This is an optimization exercise on Yosys and OpenROAD, whose aim is small area, not a production implementation.
RTL that was checked went through simulation tests only; none was proved equivalent to the original.
Only the layout flow was run in run 4; the RTL was not checked for function there.
No activity file was given, so power comes from the tool's default toggle rates.

==> flow/constraint.sdc <==
create_clock -name core_clock -period 10.0 [get_ports {clk}]
set_input_delay 2.0000 -clock core_clock [delete_from_list [all_inputs] [get_ports {clk}]]
set_output_delay 2.0000 -clock core_clock [all_outputs]
set_load 0.01 [all_outputs]
==> flow/flow/abc.script <==
strash
&get -n
&dch -f
&nf -R 1000
&put
==> flow/config.mk <==
export PLATFORM = sky130hd
export DESIGN_NAME = lcd_i2c_top
export DESIGN_NICKNAME = lcd_i2c_top
export VERILOG_FILES = /design/flow/design.v
export SDC_FILE = /design/flow/constraint.sdc
export NUM_CORES = 4
export LEC_CHECK = 0
export CAP_MARGIN = 20
export CORE_MARGIN = 2
export CORE_UTILIZATION = 55
export GPL_TIMING_DRIVEN = 0
export PLACE_DENSITY = 0.7
export SLEW_MARGIN = 20
==> flow/flow/run.sh <==
#!/bin/bash
# Layout flow: the standard ORFS flow (standard.sh) with two changes.
#  - Synthesis maps the logic with an area-oriented ABC script (flow/abc.script, used in
#    place of ORFS's abc_speed.script in a private copy of ORFS's scripts folder) and
#    without ORFS's adder extraction (ADDER_MAP_FILE empty). Registers are mapped exactly
#    as in the standard synthesis (same names and cells).
#  - Every input and output port is buffered with sky130_fd_sc_hd__buf_1.
# make's output goes to flow_make.log here; each ORFS step also logs to orfs/logs/.
set -euo pipefail
W=$(pwd)
rm -rf "$W/orfs_scripts"
cp -r "$FLOW_HOME/scripts" "$W/orfs_scripts"
cp "$W/flow/abc.script" "$W/orfs_scripts/abc_speed.script"
bash standard.sh "SCRIPTS_DIR=$W/orfs_scripts" "ADDER_MAP_FILE=" \
    'BUFFER_PORTS_ARGS=-buffer_cell sky130_fd_sc_hd__buf_1' finish > flow_make.log 2>&1
==> flow/standard.sh <==
#!/bin/bash
# synth_recipe.tcl (not shown) runs the flow's synth.tcl, then flattens the netlist and writes it again
# the make line also repeats each setting of config.mk as NAME=value (left out here)
make -C /OpenROAD-flow-scripts/flow DESIGN_CONFIG=/design/flow/config.mk WORK_HOME=/design/flow/orfs CLKGATE_MAP_FILE= SYNTH_SCRIPT=/design/flow/synth_recipe.tcl "${@:-finish}"
==> flow/design.v <==
module lcd_i2c_top(
    input           clk,                     
    input           rst_n,                   
    input  [6:0]    i2c_addr,                
    input  [127:0]  row1,                    
    input  [127:0]  row2,                    
    input           sda_in,                  
    output          scl,                     
    output          sda_low                  
);
    reg  [6:0]  pre;
    wire        tick = (pre == 7'd113);
    always @(posedge clk, negedge rst_n) begin
        if (!rst_n)
            pre <= 7'd48;
        else
            pre <= {pre[5:0], pre[6] ^ pre[5] ^ tick};
    end
    reg  [3:0]  c;
    reg  [4:0]  r;
    reg  [2:0]  y;                           
    reg  [1:0]  s;                           
    reg  [3:0]  j;                           
    reg         scl_r, sl;
    assign scl     = scl_r;
    assign sda_low = sl;
    wire        A     = y[2];
    wire [2:0]  kb    = r[3:1];              
    wire        cend  = (c == 4'd15);
    wire        fin_b = (y == 3'b011);       
    wire        done  = (s == 2'd0) && (j == 4'd0);
    wire        hold  = (r == 5'd17 && c == 4'd3 && sda_in) || (done && r == 5'd22);
    wire        inc   = tick && !hold;
    wire        gend  = (!y[2] && !y[0]) ? (r == 5'd26 && c == 4'd5)
                                         : (r == 5'd21 && c == 4'd8 && !fin_b);
    wire [255:0] rows = {row1, row2};
    wire [255:0] rrev;
    genvar g;
    generate
        for (g = 0; g < 256; g = g + 1) begin : rv
            assign rrev[g] = rows[255 - g];
        end
    endgenerate
    wire [7:0]  l1 = ~(8'd1 << {A ? kb[2] : y[1], kb[1:0]});
    wire [7:0]  l2 = ~(8'd1 << j[2:0]);
    wire [3:0]  l3 = ~(4'd1 << {s[1], j[3]});
    wire [31:0] m1;
    wire [3:0]  m2;
    generate
        for (g = 0; g < 32; g = g + 1) begin : s1
            assign m1[g] = &(rrev[g*8 +: 8] | l1);
        end
        for (g = 0; g < 4; g = g + 1) begin : s2
            assign m2[g] = &(m1[g*8 +: 8] | l2);
        end
    endgenerate
    wire        rbit = &(m2 | l3);
    function [7:0] rev8(input [7:0] v);
        rev8 = {v[0], v[1], v[2], v[3], v[4], v[5], v[6], v[7]};
    endfunction
    wire [7:0]  cg;
    assign cg[0] = 1'b0;
    assign cg[1] = 1'b0;
    assign cg[2] = &(rev8(8'h02) | l1);
    assign cg[3] = &(rev8(8'h28) | l1);
    assign cg[4] = &(rev8(8'h0C) | l1);
    assign cg[5] = &(rev8(8'h06) | l1);
    assign cg[6] = &(rev8(8'h01) | l1);
    assign cg[7] = &(rev8({1'b1, s[1], 6'd0}) | l1);     
    wire        cbit = &(cg | l2);
    wire        dbit = s[0] ? rbit : cbit;
    reg         tail;
    always @(*) begin
        case (kb[1:0])
            2'd0:    tail = 1'b1;            
            2'd1:    tail = ~y[0];           
            2'd2:    tail = 1'b0;            
            default: tail = s[0];            
        endcase
    end
    wire [7:0]  arev  = {1'b0, i2c_addr[0], i2c_addr[1], i2c_addr[2], i2c_addr[3], i2c_addr[4], i2c_addr[5], i2c_addr[6]};
    wire        abit  = &(arev | l1);
    wire        bit_o = A ? abit : (kb[2] ? tail : dbit);
    always @(posedge clk, negedge rst_n) begin
        if (!rst_n) begin
            c     <= 4'd10;
            r     <= 5'd27;
            y     <= 3'b100;
            s     <= 2'd0;
            j     <= 4'd10;
            scl_r <= 1'b1;
            sl    <= 1'b0;
        end else if (tick) begin
            if (!r[4])
                scl_r <= r[0];
            else if (r == 5'd16 || r == 5'd18 || r == 5'd30)
                scl_r <= 1'b0;
            else if ((r == 5'd17 && c != 4'd3) || (r == 5'd20 && fin_b))
                scl_r <= 1'b1;
            if (!r[4] && !r[0] && c == 4'd6)
                sl <= ~bit_o;                                
            else if (r == 5'd16)
                sl <= 1'b0;                                  
            else if (r == 5'd29)
                sl <= 1'b1;                                  
            else if (r == 5'd20 && c == 4'd6 && !fin_b)
                sl <= A | ~s[0];                             
            if (inc) begin
                if (gend) begin
                    c <= 4'd5;
                    r <= 5'd0;
                    y <= y[2] ? 3'b000 : y + 3'd1;
                end else if (cend) begin
                    r <= (r == 5'd30) ? 5'd0 : r + 5'd1;
                    if (r == 5'd16)
                        c <= 4'd3;
                    else if (r == 5'd21 && fin_b) begin
                        c <= 4'd12;
                        y <= 3'b100;
                        j <= (s == 2'd1 && j == 4'd15) ? j : j + 4'd1;
                        s <= (j == 4'd15) ? s + 2'd1 : s;
                    end else
                        c <= 4'd5;
                end else
                    c <= c + 4'd1;
            end
        end
    end
endmodule
==> run notes, run 1 <==
Yosys:
- The async set-reset flop share out of synthesis is 1.00.
- Of the post-synthesis cell area, the dominant cell type holds 0.302.
- The number of distinct library cell variants in the gate-level netlist after synthesis is 43.
- The gate count of the mapped netlist is ~350.
- After synthesis, the cell types taking the most area are sky130_fd_sc_hd__o22ai_1, sky130_fd_sc_hd__dfrtp_1, sky130_fd_sc_hd__dfstp_2, sky130_fd_sc_hd__o41ai_1, sky130_fd_sc_hd__nor2_1.
- For this run, the register share of the synthesized area comes to 0.254.
- The area of the mapped netlist is between 0.002 and 0.003 mm2.
- When the netlist entered floorplanning its net count stood at 620.
- Synthesis inferred 27 register bits.
- For this run, the number of Yosys warnings is 1.
- Of all cell types, the one taking the most synthesized area is sky130_fd_sc_hd__o22ai_1.
- The library cell with the highest instance count after synthesis is sky130_fd_sc_hd__o22ai_1.
- The number of flops mapped to enable cells by yosys is 0.
- The most used flip-flop cell after synthesis is sky130_fd_sc_hd__dfrtp_1.
- The commonest cells after synthesis are sky130_fd_sc_hd__o22ai_1, sky130_fd_sc_hd__o41ai_1, sky130_fd_sc_hd__nor2_1, sky130_fd_sc_hd__nand2_1.
- The synthesized area per cell is between 7 and 8 um2.

Outcome:
- The run stopped with a tool error.
- The tool reported: "[ERROR PPL-0024] Number of IO pins (268) exceeds maximum number of available positions (260). Increase the die perimeter from 297.16um to 364.48um".
- Progress stopped at I/O pin placement (3_2_place_iop).

Floorplanning:
- The initial core utilization is 0.572.
- After floorplanning, the core was divided into 25 placement rows.
- Measured along the y axis, the die boundary spans about 74 um.
- The die is 74.3 um wide.
==> cells by family after synthesis <==
kind of cell              Yosys count  synth area share
xor gates and xnor gates            8            0.0258
and+or+nand+nor                   104             0.196
muxes                               1           0.00414
buffers and inverters               6           0.00829
AOI/OAI and AO/OA                 208             0.512
DFF                                27             0.254
==> inputs of run 2 (changes only) <==
--- a/flow/config.mk
+++ b/flow/config.mk
@@ -9,5 +9,5 @@
 export CORE_MARGIN = 2
-export CORE_UTILIZATION = 55
+export CORE_UTILIZATION = 70
 export GPL_TIMING_DRIVEN = 0
-export PLACE_DENSITY = 0.7
+export PLACE_DENSITY = 0.8
 export SLEW_MARGIN = 20
==> run 2 against run 1 <==
The flow again stops in I/O pin placement (3_2_place_iop). Area after synthesis is the same. Synthesized cell count is the same.
==> run notes, run 2 <==
Outcome:
- The flow did not finish.
- The last flow stage reached is I/O pin placement (3_2_place_iop).
- The first error in the log reads "[ERROR PPL-0024] Number of IO pins (268) exceeds maximum number of available positions (230). Increase the die perimeter from 265.24um to 364.48um".

Floorplanning:
- The horizontal extent of the die came to 66.3 um (-11%).
- The floorplan row count is 22 (-12%).
- The vertical die dimension was 66.3 um (-11%).
- The initial core utilization was 0.737 (+0.165).

Yosys:
- By area the synthesized netlist is led by sky130_fd_sc_hd__o22ai_1, sky130_fd_sc_hd__dfrtp_1, sky130_fd_sc_hd__dfstp_2, sky130_fd_sc_hd__o41ai_1, sky130_fd_sc_hd__nor2_1.
- The synthesized-area fraction occupied by adder cells is 0 (unchanged).
- The share of synthesized area spent on multiplexers is 0.00414 (unchanged).
- The post-synth net total is 620 (unchanged).
- The async set-reset flop share out of synthesis was 1.00 (unchanged).
- In the synthesized netlist, the cells that appear most often are sky130_fd_sc_hd__o22ai_1, sky130_fd_sc_hd__o41ai_1, sky130_fd_sc_hd__nor2_1, sky130_fd_sc_hd__nand2_1.
- The total number of yosys warnings came to 1 (unchanged).
- The synthesized design spends more area on one cell type than any other, namely sky130_fd_sc_hd__o22ai_1.
- The area share of the largest cell type after synthesis was 0.302 (unchanged).
- The number of distinct library cell variants in the gate-level netlist after synthesis is 43 (unchanged).
- The xor-xnor portion of the synthesized cell area is 0.0258 (unchanged).
- The sequential fraction of the synthesis area is 0.254 (unchanged).
- The fraction of the mapped netlist area in compound gates is 0.512 (unchanged).
- The gate count of the mapped netlist is 354 (unchanged).
- The post-synthesis simple-gate area fraction is 0.196 (unchanged).
- The most used flip-flop cell after synthesis is sky130_fd_sc_hd__dfrtp_1.
- After synthesis, the largest family of logic cells by area is compound AO/OA/AOI/OAI gates.
- The area of the mapped netlist is 0.00272 mm2 (unchanged).
- The flip-flop and latch count after synthesis is 27 (unchanged).
- The library cell with the highest instance count after synthesis is sky130_fd_sc_hd__o22ai_1.
- The number of flops mapped to enable cells by yosys is 0 (unchanged).
- The synthesized area per cell is 7.68 um2 (unchanged).
## run 2: cell counts after synthesis
Identical to the previous run, type by type.
## run 2: logic make-up after synthesis
group                  count (synthesis)
buffers and inverters                  6
XOR/XNOR                               8
AND/OR/NAND/NOR                      104
AO/OA/AOI/OAI                        208
multiplexers                           1
flip-flops                            27
==> inputs of run 3 (changes only) <==
--- a/flow/config.mk
+++ b/flow/config.mk
@@ -9,5 +9,4 @@
 export CORE_MARGIN = 2
-export CORE_UTILIZATION = 70
+export CORE_UTILIZATION = 40
 export GPL_TIMING_DRIVEN = 0
-export PLACE_DENSITY = 0.8
 export SLEW_MARGIN = 20
==> run 3 against run 2 <==
Now clean on timing, DRC and antenna. Area after synthesis stayed put. Synthesized cell count stayed put.
==> run notes, run 3 <==
Outcome:
- The run finished with no timing, DRC or antenna violations.

Setup path:
- The count of buffer and inverter cells on the critical path is 1.
- The endpoint kind of the worst setup timing path is a register.
- The slowest stage of the critical path belongs to the cell sky130_fd_sc_hd__o41ai_1.
- The critical path's largest stage delay is a little under 0.7 ns.
- The startpoint class of the critical path is a primary input.
- The cell family contributing the most delay on the critical path is compound AO/OA/AOI/OAI gates.
- The critical path goes through buf_1 -> o22ai_1 -> o41ai_1 -> nand4_1 -> nor2_1 -> o311a_1 -> a311oi_1 -> a311oi_1 -> o21ai_0 -> nand2_1 -> a31oi_1.
- STA puts the critical path data arrival time at 4.16 ns.
- The required time at the worst-slack endpoint is between 10 and 15 ns.
- The dominant cell type by count on the critical path is sky130_fd_sc_hd__a311oi_1.
- In this run the worst path has a maximum fanout of 1.
- The start-to-end type of the worst setup path is in2reg.

Floorplanning:
- The placeable core area is between 0.006 and 0.007 mm2.
- The number of I/O pins is 268.
- The vertical die dimension is 86.4 um (+30%).
- The initial core utilization was 0.407 (-0.330).
- The floorplan row count is 30 (+36%).
- The horizontal extent of the die is 86.4 um (+30%).
- The die covers 0.00747 mm2.

Yosys:
- The number of distinct library cell variants in the gate-level netlist after synthesis is 43 (unchanged).
- For this run, the leading register cell type out of synthesis is sky130_fd_sc_hd__dfrtp_1.
- The synthesized area per cell was 7.68 um2 (unchanged).
- The cell taking the most area after synthesis is sky130_fd_sc_hd__o22ai_1.
- The post-synth net total is 620 (unchanged).
- The number of flops mapped to enable cells by yosys was 0 (unchanged).
- After synthesis, the most frequently instantiated cells are sky130_fd_sc_hd__o22ai_1, sky130_fd_sc_hd__o41ai_1, sky130_fd_sc_hd__nor2_1, sky130_fd_sc_hd__nand2_1.
- The gate count of the mapped netlist is 354 (unchanged).
- The area of the mapped netlist is 0.00272 mm2 (unchanged).
- The area share of the largest cell type after synthesis is 0.302 (unchanged).
- The async set-reset flop share out of synthesis is 1.00 (unchanged).
- In the post-synthesis netlist, the cell with the most instances is sky130_fd_sc_hd__o22ai_1.
- The sequential fraction of the synthesis area is 0.254 (unchanged).
- The total number of yosys warnings came to 1 (unchanged).
- The flip-flop and latch count after synthesis is 27 (unchanged).
- By area the synthesized netlist is led by sky130_fd_sc_hd__o22ai_1, sky130_fd_sc_hd__dfrtp_1, sky130_fd_sc_hd__dfstp_2, sky130_fd_sc_hd__o41ai_1, sky130_fd_sc_hd__nor2_1.

Finish:
- The register ranked first by flip-flop count is pre.
- Relative to the synthesized area, the layout overhead comes to 44.4%.
- Once layout is done, the placed cells without fillers occupy roughly 0.0039 mm2.
- Counting the fill cells in the layout gives 671.
- Summing all multi-input logic gate instances after layout gives 0.00203 mm2.
- In the final layout, the registers with the most flip-flops are pre x7, r x5.
- The sequential standard cell area is roughly 690 um2.
- The top cell types in the final layout, fill and taps aside, are sky130_fd_sc_hd__buf_1, sky130_fd_sc_hd__o22ai_1, sky130_fd_sc_hd__o41ai_1.
- In the final layout, the share of cells above drive strength 1 is 0.0415.
- The register with the most flip-flops in the layout has 7 of them.
- The leading cell type in the layout, fill and taps excluded is sky130_fd_sc_hd__buf_1.
- In the final design database the tool counted around 890 nets.
- The count of non-filler cells in the finished layout is slightly above 700.
- The number of antenna diodes in the final layout is 0.

Drt:
- In the routed design, unresolved DRC markers number 0.
- The number of design-rule violations left by the first detailed-router iteration is between 400 and 500.
- The routed layout has roughly 4700 vias.
- After detailed routing, the average wire length per cell comes to approximately 21 um.
- The detail route stage leaves a number of antenna-violating nets equal to 0.
- The number of detailed-routing iterations run before antenna repair is 6.
- The per-cell via count in the routed design is 6.59.
- The sum of routed wire length over all layers is about 15000 um.

Global routing:
- The global-route wire length before repair is around 21000 um.
- After global routing, the most crowded layer is met2.
- The met3 demand-to-capacity share in global routing is 0.104.
- The total grt overflow is 0.
- Entering global routing, the biggest net connects 36 pins.
- The via count of the first global-routing pass was roughly 4000.
- The met2 capacity usage during global routing is 0.555.
- For met1 alone, demand over resource in global routing was 0.520.
- The number of antenna violations at the first check in global routing is 0.
- The total routing resource utilization after global routing is 0.366.

Clocking:
- The TritonCTS clock tree is yes.
- The post-cts resize count is 0.
- In this run the clock root is driven by a sky130_fd_sc_hd__clkbuf_8.
- The tree built by TritonCTS fans out to 27 sinks.
- After clock tree synthesis, the clock-pin slew on the worst setup and hold paths is approximately 0.080 ns.
- The clock buffer count from CTS is 3.
- The count of hold-fix buffers inserted at cts is 0.
- After clock tree synthesis, the setup repair step added 0 buffers.
- The depth of the CTS H-tree is 1.
- The clock tree buffer depth is 2.
- The later pin in the worst-skew pair is clocked with a latency of between 0.2 and 0.3 ns.

Timing:
- The total count of hold-check failures in the final report came to 0.
- The final period utilization is 0.401.
- Based on the critical path, the design can be clocked at up to approximately 250 MHz.
- At the pin with the least slew margin, the transition time is between 1 and 1.5 ns.
- The final count of pins violating max slew is 0.
- The final count of negative-setup-slack endpoints is 0.
- Adding up every negative setup slack in the final design gives 0 ns.
- The tightest slew margin relative to the limit is 0.309.
- Setup repair after global routing left no endpoint under its margin.
- Clock skew on the completed layout was measured at 0.0155 ns.
- For the finished layout, the period the worst path requires is between 4 and 5 ns.

Placed design:
- The placed instance area is 0.00387 mm2.
- Routability-driven placement finished with a final weighted congestion of a little over 0.9.
- The number of placed instances, taps included, is ~700.
- During placement, the flow inserted port buffers numbering approximately 270.
- The final HPWL from detailed placement is ~11000 um.

Run:
- The number of max-cap violations is 0.

Pwr:
- The final total power is 223 uW.
- The leakage power total is ~1.2 nW.
- The worst-case IR drop observed on VDD is approximately 0.000057 V.
- In this run the power density over the cells is 57.0 mW/mm2.

Min path:
- The worst hold path belongs to the class reg2reg.
[run 3: power by group]
| group | switching (mW) | internal, mW |
|---|---|---|
| clock network | 0.0346 | 0.0286 |
| registers | 0 | 0.109 |
| logic | 0.0235 | 0.0274 |
| total | 0.0581 | 0.165 |
[run 3: final timing paths]
path	from	end	depth (start not counted)	slack, ns
min in group asynchronous	rst_n	c[0]	1	1.72
worst min-delay path	pre[4]	pre[5]	0	0.37
worst max register to register	y[2]	sl	13	6.06
worst min register to register	pre[4]	pre[5]	0	0.37
worst max-delay path	row2[80]	sl	11	5.99
max in group asynchronous	rst_n	s[1]	1	7.85
[run 3: cells by family (layout without fill, tap and decap cells)]
logic type,after synthesis,after routing,share of synthesized area
flip-flops,27,27,0.254
AND/OR/NAND/NOR,104,104,0.196
multiplexers,1,1,0.00414
XOR/XNOR,8,8,0.0258
AO/OA/AOI/OAI,208,208,0.512
buffers and inverters,6,278,0.00829
[run 3: area by class of cell]
| type | instances | share of cell area |
|---|---|---|
| clock buffers | 4 | 0.0115 |
| flip-flops and latches | 27 | 0.176 |
| inverters | 6 | 0.00574 |
| well taps | 80 | 0.0255 |
| repair buffers | 268 | 0.263 |
| multi-input cells | 321 | 0.518 |
[run 3: metrics by stage]
step | utilization | worst slack [ns] | hold WS (ns)
global placement | 0.572 | 5.72 | 0.358
CTS | 0.587 | 6.09 | 0.370
global route | 0.587 | 5.71 | 0.375
floorplan | - | 6.35 | 0.347
finish | 0.587 | 5.99 | 0.371
detailed placement | 0.580 | 5.82 | 0.356
[run 3: per-layer routing]
layer	routed length, um	share of wire
met1	6010	0.41
met2	6780	0.46
met3	1700	0.12
met4	207	0.014
met5	0	0
==> inputs of run 4 (changes only) <==
--- a/flow/design.v
+++ b/flow/design.v
@@ -46,13 +46,4 @@
     wire [3:0]  l3 = ~(4'd1 << {s[1], j[3]});
-    wire [31:0] m1;
-    wire [3:0]  m2;
-    generate
-        for (g = 0; g < 32; g = g + 1) begin : s1
-            assign m1[g] = &(rrev[g*8 +: 8] | l1);
-        end
-        for (g = 0; g < 4; g = g + 1) begin : s2
-            assign m2[g] = &(m1[g*8 +: 8] | l2);
-        end
-    endgenerate
-    wire        rbit = &(m2 | l3);
+    wire        rbit;
+    lcd_rowsel u_rs (.rrev(rrev), .l1(l1), .l2(l2), .l3(l3), .y(rbit));
     function [7:0] rev8(input [7:0] v);
@@ -129 +120,21 @@
 endmodule
+module lcd_rowsel(
+    input  [255:0] rrev,
+    input  [7:0]   l1,
+    input  [7:0]   l2,
+    input  [3:0]   l3,
+    output         y
+);
+    wire [31:0] m1;
+    wire [3:0]  m2;
+    genvar g;
+    generate
+        for (g = 0; g < 32; g = g + 1) begin : s1
+            assign m1[g] = &(rrev[g*8 +: 8] | l1);
+        end
+        for (g = 0; g < 4; g = g + 1) begin : s2
+            assign m2[g] = &(m1[g*8 +: 8] | l2);
+        end
+    endgenerate
+    assign y = &(m2 | l3);
+endmodule
--- a/flow/config.mk
+++ b/flow/config.mk
@@ -12 +12,2 @@
 export SLEW_MARGIN = 20
+export SYNTH_HIERARCHICAL = 1
==> run 4 against run 3 <==
Fmax rose by 0.69%. First-iteration DRC count rose by 24%. Routed wire length fell by 0.64%. Count of clock-buffer cells in the layout fell by 1. Largest cell class unchanged. Largest power group unchanged.
==> run notes, run 4 <==
Global routing:
- The total routing resource utilization after global routing is 0.364 (-0.00205).
- The number of antenna violations at the first check in global routing came to 0 (unchanged).
- The maximum number of pins on one net before global-route repair is 36 (unchanged).
- The total grt overflow is 0 (unchanged).
- The global-route wire length before repair came to 21200 um (-0.74%).
- The via count of the first global-routing pass is 4145 (+1.7%).

Yosys:
- The area of the mapped netlist is 0.00273 mm2 (+0.51%).
- The gate count of the mapped netlist is 372 (+5.1%).
- The flip-flop and latch count after synthesis is 27 (unchanged).
- The area share of the largest cell type after synthesis is 0.334 (+0.0328).
- The number of distinct library cell variants in the gate-level netlist after synthesis is 36 (-16%).
- The post-synth net total is 638 (+2.9%).
- By count the netlist is led by sky130_fd_sc_hd__o22ai_1, sky130_fd_sc_hd__nor4_1, sky130_fd_sc_hd__nand2_1, sky130_fd_sc_hd__nor2_1.
- The most used flip-flop cell after synthesis is sky130_fd_sc_hd__dfrtp_1.
- The library cell with the highest instance count after synthesis is sky130_fd_sc_hd__o22ai_1.
- The number of flops mapped to enable cells by yosys is 0 (unchanged).
- The async set-reset flop share out of synthesis is 1.00 (unchanged).
- The cell taking the most area after synthesis is sky130_fd_sc_hd__o22ai_1.
- After synthesis, the cell types taking the most area are sky130_fd_sc_hd__o22ai_1, sky130_fd_sc_hd__dfrtp_1, sky130_fd_sc_hd__dfstp_2, sky130_fd_sc_hd__nor4_1, sky130_fd_sc_hd__nand2_1.
- The sequential fraction of the synthesis area is 0.253 (-0.00128).
- The total number of yosys warnings is 7 (+6).
- The synthesized area per cell came to 7.34 um2 (-4.4%).

Pwr:
- The leakage power total is 1.23 nW (+1.1%).
- The switching part of the total power is 0.278 (+0.0179).
- The sequential power share is 0.470 (-0.019).
- The highest ir drop seen on vdd was 0.0000681 V (+20%).
- The internal portion of total power is 168 uW (+1.6%).
- The final total power came to 233 uW (+4.1%).
- The net switching power was 64.6 uW (+11%).
- The part of the total power dissipated in combinational logic is 0.245 (+0.017).
- The relative contribution of the clock network to total power was 0.285 (+0.002).
- The cell area power density is 59.2 mW/mm2 (+3.9%).

Clocking:
- The clock-pin slew on the worst setup and hold paths is 0.10 ns (+0.02 ns).
- Clock tree synthesis selected as its root buffer the cell sky130_fd_sc_hd__clkbuf_8.
- The number of clock sinks is 27 (unchanged).
- The insertion delay to the later sink of the worst-skew pair is 0.28 ns (about the same).
- The TritonCTS clock tree is yes.
- The count of hold-fix buffers inserted at cts is 0 (unchanged).
- The depth of the CTS H-tree came to 1 (unchanged).
- The post-CTS setup-driven buffer insertion count came to 0 (unchanged).
- The clock tree buffer depth is 2 (unchanged).
- The post-cts resize count was 0 (unchanged).
- The clock buffer count from CTS is 3 (unchanged).

Setup path:
- The startpoint identified for the worst register-to-register timing path is y[2].
- The required time at the worst-slack endpoint is 10.17 ns (+0.02 ns).
- The critical path is of the reg2reg type.
- The endpoint arrival time on the critical path was 4.15 ns (about the same).
- The setup slack on the worst flop-to-flop path is 6.02 ns (-0.04 ns).
- The top fanout value on the critical path came to 34 (+33).
- The origin of the worst setup path is y[2].
- The critical register-to-register path endpoint is sl.
- STA classifies the critical path startpoint as a register.
- The critical path ends at sl.
- The worst setup path is captured at a register.
- The count of cells along the worst register-to-register path is 14 (+1).

Drt:
- The wire length on met3 is 1600 um (-6.3%).
- The routed metal-1 wire length came to 6300 um (+4.8%).
- The highest layer touched by signal routing is met4.
- The total number of vias is 4682 (+0.58%).
- The per-cell via count in the routed design came to 6.47 (-1.9%).
- The number of design-rule violations left by the first detailed-router iteration is 503 (+24%).
- The sum of routed wire length over all layers is 14600 um (-0.64%).
- The detailed-routed wire length on met2 is 6340 um (-6.5%).
- The number of detailed-routing iterations run before antenna repair is 5 (-1).
- The remaining antenna violation count is 0 (unchanged).
- The post-detailed-route DRC marker count was 0 (unchanged).
- The per-cell routed wire length was 20.2 um (-3.1%).

Finish:
- The number of flip-flops under the largest register name is 7 (unchanged).
- The cell area after layout is 0.00393 mm2 (+0.19%).
- The fraction of layout instances using a drive strength above 1 is 0.0404 (-0.00116).
- The number of inserted filler cells in the final layout came to 700 (+4.3%).
- The footprint of the multi-input gates is 0.00204 mm2 (+0.31%).
- The area growth from synthesis to layout is 43.9%.
- The leading cell type in the layout, fill and taps excluded is sky130_fd_sc_hd__buf_1.
- The largest registers in the layout are pre x7, r x5.
- The sequential standard cell area is 691 um2 (unchanged).
- In the layout the commonest cells are sky130_fd_sc_hd__buf_1, sky130_fd_sc_hd__o22ai_1, sky130_fd_sc_hd__nor4_1.
- The layout net count came to 911 (+2.0%).
- The register ranked first by flip-flop count is pre.
- The number of antenna repair diodes was 0 (unchanged).
- The count of non-filler cells in the finished layout is 724 (+2.5%).

Floorplanning:
- The vertical die dimension is 86.6 um (+0.24%).
- The initial core utilization came to 0.409 (+0.00206).
- The placeable core area is 0.00668 mm2 (unchanged).
- The horizontal extent of the die is 86.6 um (+0.24%).
- The number of I/O pins is 268 (unchanged).
- The floorplan row count is 30 (unchanged).
- The overall die area is 0.00751 mm2 (+0.49%).

Timing:
- The total count of hold-check failures in the final report is 0 (unchanged).
- The final count of pins violating max slew was 0 (unchanged).
- The final-layout setup total negative slack is 0 ns (unchanged).
- The clock period minus worst slack is 3.98 ns (-0.0276 ns).
- The tightest slew margin relative to the limit is 0.454 (+0.145).
- The maximum clock frequency was 251 MHz (+0.69%).
- The final count of negative-setup-slack endpoints came to 0 (unchanged).
- The final worst hold slack is 0.371 ns (+0.000598 ns).
- The transition at the pin with the smallest max-transition slack was 0.818 ns (-0.216 ns).
- The final period utilization is 0.398 (-0.00276).
- The worst clock skew on the final layout was 0.00160 ns (-0.0139 ns).
- Setup repair after global routing left no endpoint under its margin.

Placed design:
- The count of input and output buffers is 267 (unchanged).
- The placed instance area is 0.00388 mm2 (+0.29%).
- The final HPWL from detailed placement is 11200 um (+3.7%).
- The final weighted congestion in routability-driven placement was 0.947 (+2.2%).
- The placed cell count came to 720 (+2.6%).

Min path:
- The worst min-delay path class is reg2reg.

Run:
- The number of max-cap violations is 0 (unchanged).

Outcome:
- The run finished with no timing, DRC or antenna violations.
-- run 4: Yosys stat by module (local to each module, per instance) --
module / flip-flops and latches / times used / area (um2) / cells inside
lcd_i2c_top: 27 / 1 / 1580 / 187
lcd_rowsel: 0 / 1 / 1150 / 185
-- run 4: critical path: stages (launching register included) --
cell	delay, ns
sky130_fd_sc_hd__dfstp_2	0.64
sky130_fd_sc_hd__nor2b_1	0.13
sky130_fd_sc_hd__a21oi_1	0.50
sky130_fd_sc_hd__or3_2	0.72
sky130_fd_sc_hd__o22ai_1	0.18
sky130_fd_sc_hd__nor4_1	0.37
sky130_fd_sc_hd__o22ai_1	0.21
sky130_fd_sc_hd__nor4_1	0.31
sky130_fd_sc_hd__nor2_1	0.06
sky130_fd_sc_hd__nor4_1	0.22
sky130_fd_sc_hd__a21oi_1	0.11
sky130_fd_sc_hd__o31ai_1	0.08
sky130_fd_sc_hd__nand3_1	0.14
sky130_fd_sc_hd__nand3_1	0.09
sky130_fd_sc_hd__a31oi_1	0.07
-- run 4: kinds of logic after synthesis --
logic type	count (synthesis)	share of synthesized area
xor+xnor	7	0.0224
flops	27	0.253
mux	2	0.00824
buf+inv	6	0.00824
compound gates	191	0.441
simple gates	139	0.267
-- run 4: power groups by stage --
stage	sequential, mW	clock [mW]	combinational, mW
after floorplan	0.111	0	0.0107
after detailed placement	0.111	0	0.0554
after global routing	0.109	0.0722	0.0620
after global placement	0.111	0	0.0549
after CTS	0.109	0.0666	0.0560
final	0.109	0.0663	0.0570
-- run 4: through the flow --
stage | setup WS (ns) | utilization
2_1_floorplan | 6.48 | -
3_3_place_gp | 5.83 | 0.574
3_5_place_dp | 5.88 | 0.581
4_1_cts | 6.08 | 0.588
5_1_grt | 5.70 | 0.588
6_report | 6.02 | 0.588
-- run 4: how the worst min path moves through the flow --
stage / startpoint / to / slack [ns] / depth (start not counted)
2_1_floorplan: pre[0] / pre[1] / 0.35 / 0
3_3_place_gp: pre[4] / pre[5] / 0.36 / 0
3_5_place_dp: pre[4] / pre[5] / 0.36 / 0
4_1_cts: pre[4] / pre[5] / 0.37 / 0
5_1_grt: pre[4] / pre[5] / 0.38 / 0
6_report: pre[4] / pre[5] / 0.37 / 0
-- run 4: layout make-up --
| type | count | area share |
|---|---|---|
| multi-input cells | 339 | 0.519 |
| repair buffers | 268 | 0.262 |
| flip-flops and latches | 27 | 0.176 |
| well taps | 80 | 0.0255 |
| clock buffers | 3 | 0.0105 |
| inverters | 6 | 0.00573 |
| clock inverters | 1 | 0.00127 |
-- run 4: per-layer routing --
layer,global-route usage,vias to the layer above
met3,0.0971,44
met5,0,-
met1,0.519,2149
li1,-,2152
met2,0.531,337
met4,0.121,0
==> inputs of run 5 (changes only) <==
--- a/flow/design.v
+++ b/flow/design.v
@@ -29,7 +29,10 @@
     wire        cend  = (c == 4'd15);
-    wire        fin_b = (y == 3'b011);       
+    wire        fin_b = y[1] & y[0];         
     wire        done  = (s == 2'd0) && (j == 4'd0);
-    wire        hold  = (r == 5'd17 && c == 4'd3 && sda_in) || (done && r == 5'd22);
+    wire        c3    = !c[3] && !c[2];      
+    wire        c6    = !c[3] && c[1] && !c[0];  
+    wire        r30   = &r[4:1];             
+    wire        hold  = (r == 5'd17 && c3 && sda_in) || (done && r == 5'd22);
     wire        inc   = tick && !hold;
-    wire        gend  = (!y[2] && !y[0]) ? (r == 5'd26 && c == 4'd5)
+    wire        gend  = (!y[2] && !y[0]) ? (r == 5'd26 && !c[3] && !c[1])
                                          : (r == 5'd21 && c == 4'd8 && !fin_b);
@@ -86,7 +89,7 @@
                 scl_r <= r[0];
-            else if (r == 5'd16 || r == 5'd18 || r == 5'd30)
+            else if (r == 5'd16 || r == 5'd18 || r30)
                 scl_r <= 1'b0;
-            else if ((r == 5'd17 && c != 4'd3) || (r == 5'd20 && fin_b))
+            else if ((r == 5'd17 && !c3) || (r == 5'd20 && fin_b))
                 scl_r <= 1'b1;
-            if (!r[4] && !r[0] && c == 4'd6)
+            if (!r[4] && !r[0] && c6)
                 sl <= ~bit_o;                                
@@ -94,5 +97,5 @@
                 sl <= 1'b0;                                  
-            else if (r == 5'd29)
+            else if (&{r[4:2], r[0]})                    
                 sl <= 1'b1;                                  
-            else if (r == 5'd20 && c == 4'd6 && !fin_b)
+            else if (r == 5'd20 && c6 && !fin_b)
                 sl <= A | ~s[0];                             
@@ -104,3 +107,3 @@
                 end else if (cend) begin
-                    r <= (r == 5'd30) ? 5'd0 : r + 5'd1;
+                    r <= r30 ? 5'd0 : r + 5'd1;
                     if (r == 5'd16)
==> flow/flow/abc.script (replaced) <==
strash
&get -n
&st
&deepsyn -T 60
&dch -f
&nf -R 1000
&put
==> run 5 against run 4 <==
Worst setup slack got worse by 0.26 ns. Sequential share of layout area increased by 0.28 points. Critical path depth increased by 1. Routed wire length decreased by 6.1%. Clock power decreased by 6.2%. Highest routed layer unchanged.
==> run notes, run 5 <==
Global routing:
- The via count of the first global-routing pass came to 4040 (-2.5%).
- The number of antenna violations at the first check in global routing is 0 (unchanged).
- The global-route wire length before repair came to 20300 um (-4.4%).
- The maximum number of pins on one net before global-route repair was 33 (-8.3%).
- The total grt overflow is 0 (unchanged).
- The total routing resource utilization after global routing is 0.346 (-0.0179).

Finish:
- The layout net count is 908 (-0.33%).
- The count of non-filler cells in the finished layout came to 718 (-0.83%).
- The number of flip-flops under the largest register name came to 7 (unchanged).
- The fraction of layout instances using a drive strength above 1 is 0.0390 (-0.00137).
- The area growth from synthesis to final layout is 44.1% (about the same).
- The register ranked first by flip-flop count is pre.
- The number of antenna repair diodes came to 0 (unchanged).
- Leaving out fill and tap cells, the most frequent cells in the layout are sky130_fd_sc_hd__buf_1, sky130_fd_sc_hd__o22ai_1, sky130_fd_sc_hd__nor4_1.
- The number of inserted filler cells in the final layout is 662 (-5.4%).
- The library cell used most frequently in the layout, excluding fill and tap cells, is sky130_fd_sc_hd__buf_1.
- In the final layout, the registers with the most flip-flops are pre x7, r x5.
- The cell area after layout was 0.00387 mm2 (-1.6%).

Setup path:
- Traced cell by cell, the critical path runs through clkinv_1 -> a21o_1 -> nand2_1 -> buf_8 -> o22ai_1 -> nor4_1 -> o22ai_1 -> nor4_1 -> nor2_1 -> nor4_1 -> o31ai_1 -> a21oi_1 -> a31oi_1 -> o221ai_1 -> a21oi_1.
- The required time at the worst-slack endpoint is 10.15 ns (-0.02 ns).
- The cell that appears most often on the critical path is sky130_fd_sc_hd__nor4_1.
- The top fanout value on the critical path is 18 (-47%).
- The critical path's largest stage delay is 0.68 ns (-0.04 ns).
- The worst setup path is of the reg2reg kind.
- STA classifies the critical path endpoint as a register.
- The beginning of the worst register-to-register path is r[3].
- In this run the worst setup path begins at r[3].
- The master of the slowest instance on the critical path is sky130_fd_sc_hd__dfstp_2.
- The endpoint arrival time on the critical path is 4.39 ns (+0.24 ns).
- The startpoint class of the critical path is a register.

Timing:
- The final period utilization is 0.424 (+0.0261).
- The worst clock skew on the final layout is 0.00369 ns (+0.00209 ns).
- The final count of pins violating max slew is 0 (unchanged).
- The clock period minus worst slack is 4.24 ns (+0.261 ns).
- The worst setup margin is 5.76 ns (-0.261 ns).
- The maximum clock frequency is 236 MHz (-6.2%).
- The total count of hold-check failures in the final report is 0 (unchanged).
- The transition at the pin with the smallest max-transition slack is 0.807 ns (-0.0104 ns).
- The final worst hold slack is 0.379 ns (+0.00774 ns).
- The final count of negative-setup-slack endpoints came to 0 (unchanged).
- The final-layout setup total negative slack is 0 ns (unchanged).
- The tightest slew margin relative to the limit came to 0.461 (+0.00694).
- Setup repair after global routing left no endpoint under its margin.

Floorplanning:
- The vertical die dimension is 86.0 um (-0.79%).
- The placeable core area is 0.00642 mm2 (-3.9%).
- The floorplan row count came to 29 (-3.3%).
- The horizontal extent of the die is 86.0 um (-0.79%).
- The initial core utilization is 0.418 (+0.00947).
- The overall die area is 0.00739 mm2 (-1.6%).
- The number of I/O pins is 268 (unchanged).

Run:
- The number of max-cap violations was 0 (unchanged).

Pwr:
- The leakage power total is 1.22 nW (-0.48%).
- The cell area power density is 58.7 mW/mm2 (-0.85%).
- The highest ir drop seen on vdd was 0.0000825 V (+21%).

Drt:
- The total number of vias was 4520 (-3.5%).
- The number of design-rule violations left by the first detailed-router iteration is 320 (-36%).
- The per-cell via count in the routed design is 6.30 (-2.7%).
- The remaining antenna violation count was 0 (unchanged).
- The sum of routed wire length over all layers is 13700 um (-6.1%).
- The number of detailed-routing iterations run before antenna repair is 5 (unchanged).
- The per-cell routed wire length was 19.1 um (-5.3%).
- The post-detailed-route DRC marker count came to 0 (unchanged).

Yosys:
- The most common cell in the synthesized netlist is sky130_fd_sc_hd__o22ai_1.
- The flip-flop and latch count after synthesis is 27 (unchanged).
- The number of distinct library cell variants in the gate-level netlist after synthesis is 37 (+2.8%).
- The post-synth net total came to 635 (-0.47%).
- The area share of the largest cell type after synthesis came to 0.342 (+0.00794).
- The async set-reset flop share out of synthesis is 1.00 (unchanged).
- The synthesized area per cell came to 7.28 um2 (-0.85%).
- The cell taking the most area after synthesis is sky130_fd_sc_hd__o22ai_1.
- In the post-synthesis netlist, the biggest area contributors are sky130_fd_sc_hd__o22ai_1, sky130_fd_sc_hd__dfrtp_1, sky130_fd_sc_hd__dfstp_2, sky130_fd_sc_hd__nor4_1, sky130_fd_sc_hd__nand2_1.
- Among all flip-flop cells after synthesis, the most frequent one is sky130_fd_sc_hd__dfrtp_1.
- Counting instances in the post-synthesis netlist gives the leading cell types as sky130_fd_sc_hd__o22ai_1, sky130_fd_sc_hd__nor4_1, sky130_fd_sc_hd__nand2_1, sky130_fd_sc_hd__nor2_1.
- The area of the mapped netlist is 0.00269 mm2 (-1.6%).
- The gate count of the mapped netlist came to 369 (-0.81%).
- The number of flops mapped to enable cells by yosys is 0 (unchanged).
- The total number of yosys warnings is 7 (unchanged).
- The sequential fraction of the synthesis area came to 0.257 (+0.00424).

Placed design:
- The post-placement worst setup slack came to 5.72 ns (-0.165 ns).
- The placed cell count is 714 (-0.83%).
- The final HPWL from detailed placement was 10500 um (-6.3%).
- The placed instance area is 0.00382 mm2 (-1.6%).
- The final weighted congestion in routability-driven placement was 0.904 (-4.6%).
- The count of input and output buffers is 267 (unchanged).

Clocking:
- The number of clock sinks was 27 (unchanged).
- The TritonCTS clock tree is yes.
- CTS placed an instance of sky130_fd_sc_hd__clkbuf_8 at the clock tree root.
- The post-CTS setup-driven buffer insertion count is 0 (unchanged).
- The clock buffer count from CTS came to 3 (unchanged).
- The insertion delay to the later sink of the worst-skew pair is 0.27 ns (about the same).
- The clock tree buffer depth was 2 (unchanged).
- The depth of the CTS H-tree is 1 (unchanged).
- The clock-pin slew on the worst setup and hold paths is 0.09 ns (about the same).
- The count of hold-fix buffers inserted at cts was 0 (unchanged).
- The post-cts resize count is 0 (unchanged).

Outcome:
- The flow ran to the end and the layout has no timing, DRC or antenna violations.

Min path:
- The worst hold path belongs to the class reg2reg.
- The origin of the worst min-delay path is pre[0].
[run 5: worst max-delay path, delay by kind of cell, from the launching register on]
kind,cells,cell delay [ns]
simple gates,5,1.69
buf+inv,2,0.51
flops,1,0.68
compound gates,8,1.23
[run 5: final cells by class]
type                            instances  area, um2  share of cell area
Timing Repair Buffer                  268       1020               0.263
Sequential cell                        27        691               0.178
Clock buffer                            3       41.3              0.0107
Tap cell                               77       96.3              0.0249
Inverter                                8       30.0             0.00776
Multi-Input combinational cell        334       1990               0.514
Clock inverter                          1       5.00             0.00129
[run 5: final timing paths]
path	cells after the start	slack (ns)	end
worst min-delay path	0	0.38	pre[1]
worst min register to register	0	0.38	pre[1]
worst max-delay path	15	5.76	sl
worst max register to register	15	5.76	sl
min in group asynchronous	1	1.71	pre[0]
max in group asynchronous	1	7.91	y[2]
[run 5: kinds of logic (layout without fill, tap and decap cells)]
group	count (synthesis)	after routing	share of synthesized area
flops	27	27	0.257
buf+inv	8	280	0.0112
mux	1	1	0.00419
simple gates	133	133	0.253
compound gates	195	195	0.458
xor+xnor	5	5	0.0163
[run 5: stage by stage]
stage | utilization | power (mW)
after floorplan | - | 0.123
after detailed placement | 0.595 | 0.166
after CTS | 0.603 | 0.228
after global routing | 0.603 | 0.237
final | 0.603 | 0.227
after global placement | 0.589 | 0.166
[run 5: metal layers]
metal / vias to the layer above / part of all wire / global-route usage
met2: 272 / 0.47 / 0.555
met4: 0 / 0.025 / 0.111
met5: - / 0 / 0
met3: 30 / 0.093 / 0.0741
met1: 2083 / 0.42 / 0.463
li1: 2135 / - / -
[run 5: modules after synthesis, one instance, submodules excluded]
module | area, um2 | cells | times used | flip-flops and latches
lcd_i2c_top | 1540 | 184 | 1 | 27
lcd_rowsel | 1150 | 185 | 1 | 0
[run 5: power breakdown]
part / total [mW] / switching, mW / internal (mW)
logic: 0.0555 / 0.0241 / 0.0314
clock network: 0.0622 / 0.0343 / 0.0280
registers: 0.109 / 0 / 0.109
==> inputs of run 6 (changes only) <==
--- a/flow/design.v
+++ b/flow/design.v
@@ -49,4 +49,13 @@
     wire [3:0]  l3 = ~(4'd1 << {s[1], j[3]});
-    wire        rbit;
-    lcd_rowsel u_rs (.rrev(rrev), .l1(l1), .l2(l2), .l3(l3), .y(rbit));
+    wire [31:0] m1;
+    wire [3:0]  m2;
+    generate
+        for (g = 0; g < 32; g = g + 1) begin : s1
+            assign m1[g] = &(rrev[g*8 +: 8] | l1);
+        end
+        for (g = 0; g < 4; g = g + 1) begin : s2
+            assign m2[g] = &(m1[g*8 +: 8] | l2);
+        end
+    endgenerate
+    wire        rbit = &(m2 | l3);
     function [7:0] rev8(input [7:0] v);
@@ -123,21 +132 @@
 endmodule
-module lcd_rowsel(
-    input  [255:0] rrev,
-    input  [7:0]   l1,
-    input  [7:0]   l2,
-    input  [3:0]   l3,
-    output         y
-);
-    wire [31:0] m1;
-    wire [3:0]  m2;
-    genvar g;
-    generate
-        for (g = 0; g < 32; g = g + 1) begin : s1
-            assign m1[g] = &(rrev[g*8 +: 8] | l1);
-        end
-        for (g = 0; g < 4; g = g + 1) begin : s2
-            assign m2[g] = &(m1[g*8 +: 8] | l2);
-        end
-    endgenerate
-    assign y = &(m2 | l3);
-endmodule
==> flow/flow/abc.script (replaced) <==
strash
&get -n
&dch -f
&nf -R 1000
&put
--- a/flow/config.mk
+++ b/flow/config.mk
@@ -12,2 +12 @@
 export SLEW_MARGIN = 20
-export SYNTH_HIERARCHICAL = 1
==> run 6 against run 5 <==
Die area up 1.2%. Synthesized cell count down 4.6%. Largest power group unchanged. Critical endpoint unchanged. Area after synthesis up 1.3%. Still clean. Global-route usage up 3.1 points. Sequential power about the same. Combinational power down 9.2%. Fmax up 12%. Non-clock buffer count unchanged.
==> run notes, run 6 <==
Floorplanning:
- The horizontal extent of the die is 86.5 um (+0.62%).
- The overall die area is 0.00748 mm2 (+1.2%).
- The number of I/O pins was 268 (unchanged).
- The floorplan row count is 30 (+3.4%).
- The placeable core area is 0.00668 mm2 (+4.0%).
- The vertical die dimension was 86.5 um (+0.62%).
- The initial core utilization is 0.407 (-0.0110).

Setup path:
- STA classifies the critical path endpoint as a register.
- The endpoint arrival time on the critical path is 3.94 ns (-0.45 ns).
- The start-to-end type of the worst setup path is in2reg.
- The setup slack on the worst flop-to-flop path came to 6.25 ns (+0.49 ns).
- The required time at the worst-slack endpoint is 10.16 ns (about the same).
- The top fanout value on the critical path is 1 (-17).
- The startpoint class of the critical path is a primary input.

Finish:
- The number of inserted filler cells in the final layout is 684 (+3.3%).
- The number of flip-flops under the largest register name came to 7 (unchanged).
- The fraction of layout instances using a drive strength above 1 is 0.0417 (+0.00267).
- The library cell used most frequently in the layout, excluding fill and tap cells, is sky130_fd_sc_hd__buf_1.
- The count of non-filler cells in the finished layout came to 705 (-1.8%).
- Leaving out fill and tap cells, the most frequent cells in the layout are sky130_fd_sc_hd__buf_1, sky130_fd_sc_hd__o22ai_1, sky130_fd_sc_hd__o41ai_1.
- More flip-flops sit in one register than any other, and that register is pre.
- The layout net count is 891 (-1.9%).
- The area growth from synthesis to final layout is 44.3%.
- In the final layout, the registers with the most flip-flops are pre x7, r x5.

Timing:
- The maximum clock frequency is 264 MHz (+12%).
- The total count of hold-check failures in the final report came to 0 (unchanged).
- The worst setup margin is 6.21 ns (+0.454 ns).
- The final period utilization is 0.379 (-0.0454).
- The worst clock skew on the final layout is 0.00449 ns (+0.000798 ns).
- The transition at the pin with the smallest max-transition slack was 1.08 ns (+0.273 ns).
- The tightest slew margin relative to the limit came to 0.272 (-0.189).
- The final count of pins violating max slew is 0 (unchanged).
- The final count of negative-setup-slack endpoints is 0 (unchanged).
- The clock period minus worst slack was 3.79 ns (-0.454 ns).
- Setup repair after global routing left no endpoint under its margin.
- The final-layout setup total negative slack is 0 ns (unchanged).

Yosys:
- The number of distinct library cell variants in the gate-level netlist after synthesis came to 37 (unchanged).
- The gate count of the mapped netlist is 352 (-4.6%).
- The flip-flop and latch count after synthesis is 27 (unchanged).
- The area share of the largest cell type after synthesis is 0.299 (-0.0435).
- The commonest cells after synthesis are sky130_fd_sc_hd__o22ai_1, sky130_fd_sc_hd__o41ai_1, sky130_fd_sc_hd__nor2_1, sky130_fd_sc_hd__nand2_1.
- The largest total area in the synthesized netlist belongs to sky130_fd_sc_hd__o22ai_1.
- The library cell with the highest instance count after synthesis is sky130_fd_sc_hd__o22ai_1.
- The post-synth net total is 618 (-2.7%).
- Ranked by total cell area, the synthesized netlist is headed by sky130_fd_sc_hd__o22ai_1, sky130_fd_sc_hd__dfrtp_1, sky130_fd_sc_hd__dfstp_2, sky130_fd_sc_hd__o41ai_1, sky130_fd_sc_hd__nor2_1.
- The async set-reset flop share out of synthesis is 1.00 (unchanged).
- The number of flops mapped to enable cells by yosys was 0 (unchanged).
- The total number of yosys warnings was 1 (-6).
- The synthesized area per cell is 7.73 um2 (+6.2%).
- The area of the mapped netlist is 0.00272 mm2 (+1.3%).
- The most used flip-flop cell after synthesis is sky130_fd_sc_hd__dfrtp_1.
- The sequential fraction of the synthesis area is 0.254 (-0.00331).

Placed design:
- The final HPWL from detailed placement is 10900 um (+4.2%).
- The placed cell count came to 700 (-2.0%).
- The post-placement worst setup slack was 6.12 ns (+0.404 ns).
- The final weighted congestion in routability-driven placement is 0.936 (+3.6%).
- The count of input and output buffers is 267 (unchanged).

Drt:
- The remaining antenna violation count is 0 (unchanged).
- The per-cell via count in the routed design is 6.64 (+5.5%).
- The post-detailed-route DRC marker count is 0 (unchanged).
- The total number of vias is 4683 (+3.6%).
- The number of detailed-routing iterations run before antenna repair is 6 (+1).
- The sum of routed wire length over all layers is 14800 um (+7.7%).
- The per-cell routed wire length is 21.0 um (+9.7%).
- The number of design-rule violations left by the first detailed-router iteration is 340 (+6.3%).

Clocking:
- The count of hold-fix buffers inserted at cts is 0 (unchanged).
- The clock tree buffer depth is 2 (unchanged).
- The depth of the CTS H-tree came to 1 (unchanged).
- The insertion delay to the later sink of the worst-skew pair is 0.28 ns (about the same).
- The clock-pin slew on the worst setup and hold paths is 0.10 ns (about the same).
- The post-cts resize count is 0 (unchanged).
- The number of clock sinks was 27 (unchanged).
- The post-CTS setup-driven buffer insertion count is 0 (unchanged).
- The clock buffer count from CTS was 3 (unchanged).
- The root cell of the clock tree is sky130_fd_sc_hd__clkbuf_8.
- TritonCTS built the clock tree.

Outcome:
- The run finished with no timing, DRC or antenna violations.

Global routing:
- The global-route wire length before repair is 22100 um (+8.9%).
- The number of antenna violations at the first check in global routing was 1 (+1).
- The maximum number of pins on one net before global-route repair was 36 (+9.1%).
- The total grt overflow is 0 (unchanged).
- The total routing resource utilization after global routing was 0.376 (+0.0307).
- The via count of the first global-routing pass is 4165 (+3.1%).

Min path:
- The tightest min-delay check is of the reg2reg type.

Pwr:
- The cell area power density is 57.2 mW/mm2 (-2.6%).
- The highest ir drop seen on vdd came to 0.0000549 V (-33%).
- The leakage power total is 1.21 nW (-1.2%).

Run:
- The number of max-cap violations came to 0 (unchanged).
[run 6: cell count changes after synthesis, sizes merged, moves of 4 or more]
cell / before / now
nand4: 3 / 15
o41ai: 1 / 32
nor3b: 0 / 4
nor4: 38 / 3
o22ai: 147 / 130
nand2b: 5 / 0
o21ai: 6 / 10
nand3: 14 / 9
o31ai: 4 / 0
nand2: 27 / 21
clkinv: 8 / 3
[run 6: logic make-up after synthesis]
logic type	after synthesis	synth area share
buffers and inverters	3	0.00414
and+or+nand+nor	105	0.201
muxes	1	0.00414
DFF	27	0.254
AOI/OAI and AO/OA	208	0.511
xor gates and xnor gates	8	0.0257
[run 6: stage by stage]
stage               utilization  hold slack (ns)  power [mW]  instance area, um2
global route              0.587            0.388       0.236                3920
global placement          0.572            0.352       0.160                3820
detailed placement        0.580            0.357       0.160                3880
floorplan                     -            0.347       0.118                2720
CTS                       0.587            0.378       0.225                3920
finish                    0.588            0.378       0.224                3930
[run 6: path summary, 6_finish.rpt]
check                           startpoint      to  cells past startpoint
worst min-delay path                pre[2]  pre[3]                      0
worst max-delay path              row2[93]      sl                     11
min in group asynchronous            rst_n    c[0]                      1
max in group asynchronous            rst_n  pre[0]                      1
worst min register to register      pre[2]  pre[3]                      0
worst max register to register        r[2]    r[3]                      9
[run 6: metal layers]
layer,vias to the layer above,wire length [um],track usage
met3,33,1920,0.121
met5,-,0,0
li1,2119,-,-
met2,383,6610,0.577
met4,0,208,0.0597
met1,2148,6040,0.530
[run 6: power by group]
group,total [mW],switching (mW),internal (mW),leakage (nW)
Combinational,0.0504,0.0230,0.0274,0.872
Clock,0.0646,0.0366,0.0280,0.0255
Sequential,0.109,0,0.109,0.312
Total,0.224,0.0596,0.165,1.21
[run 6: final cells by class]
type	instances	area, um2	area share
diodes	1	2.50	0.000637
inverters	3	11.3	0.00287
clock buffers	3	41.3	0.0105
repair buffers	268	1030	0.263
well taps	80	100	0.0255
multi-input cells	322	2040	0.521
flip-flops and latches	27	691	0.176
clock inverters	1	5.00	0.00127
[run 6: worst max-delay path, stage by stage]
cell and delay (ns):
sky130_fd_sc_hd__buf_1 0.07, sky130_fd_sc_hd__o22ai_1 0.08, sky130_fd_sc_hd__o41ai_1 0.73, sky130_fd_sc_hd__nand4_1 0.20
sky130_fd_sc_hd__nor2_1 0.13, sky130_fd_sc_hd__or3_1 0.11, sky130_fd_sc_hd__nand4_1 0.10, sky130_fd_sc_hd__a21oi_1 0.20
sky130_fd_sc_hd__o21ai_0 0.14, sky130_fd_sc_hd__nand3_1 0.10, sky130_fd_sc_hd__a31oi_1 0.08

what the ideal ports hide:
The results above use ideal ports. As a check the final layouts listed here were re-extracted and re-timed, cells and wires unchanged.
Step 1 assumes that a clkbuf_16 drives the clock port and a buf_2 every other input.
Step 2, shift: input delay + t, output delay - t, t = (earliest + latest rising clock arrival at the registers) / 2. This alone moves slack from input paths to output paths.
a / b / c = no drivers / after step 1 / after step 2; a / b = the first two.
run | t, ns | setup WS [ns] | hold WS [ns] | worst setup path after step 2 | clock arrival spread, ns
run 3 | 0.300 | 5.993 / 5.969 / 5.669 | 0.371 / 0.371 / 0.371 | input to register | 0.015 / 0.016
run 4 | 0.307 | 6.021 / 6.021 / 5.778 | 0.371 / 0.371 / 0.371 | input to register | 0.002 / 0.001
run 5 | 0.297 | 5.760 / 5.760 / 5.599 | 0.379 / 0.379 / 0.379 | input to register | 0.003 / 0.004
run 6 | 0.298 | 6.214 / 6.216 / 5.918 | 0.378 / 0.378 / 0.378 | input to register | 0.005 / 0.005
After both steps every run listed still meets setup and hold. For run 3, which loses most, drivers alone change the setup slack by -0.024 ns; drivers and shift together by -0.324 ns.
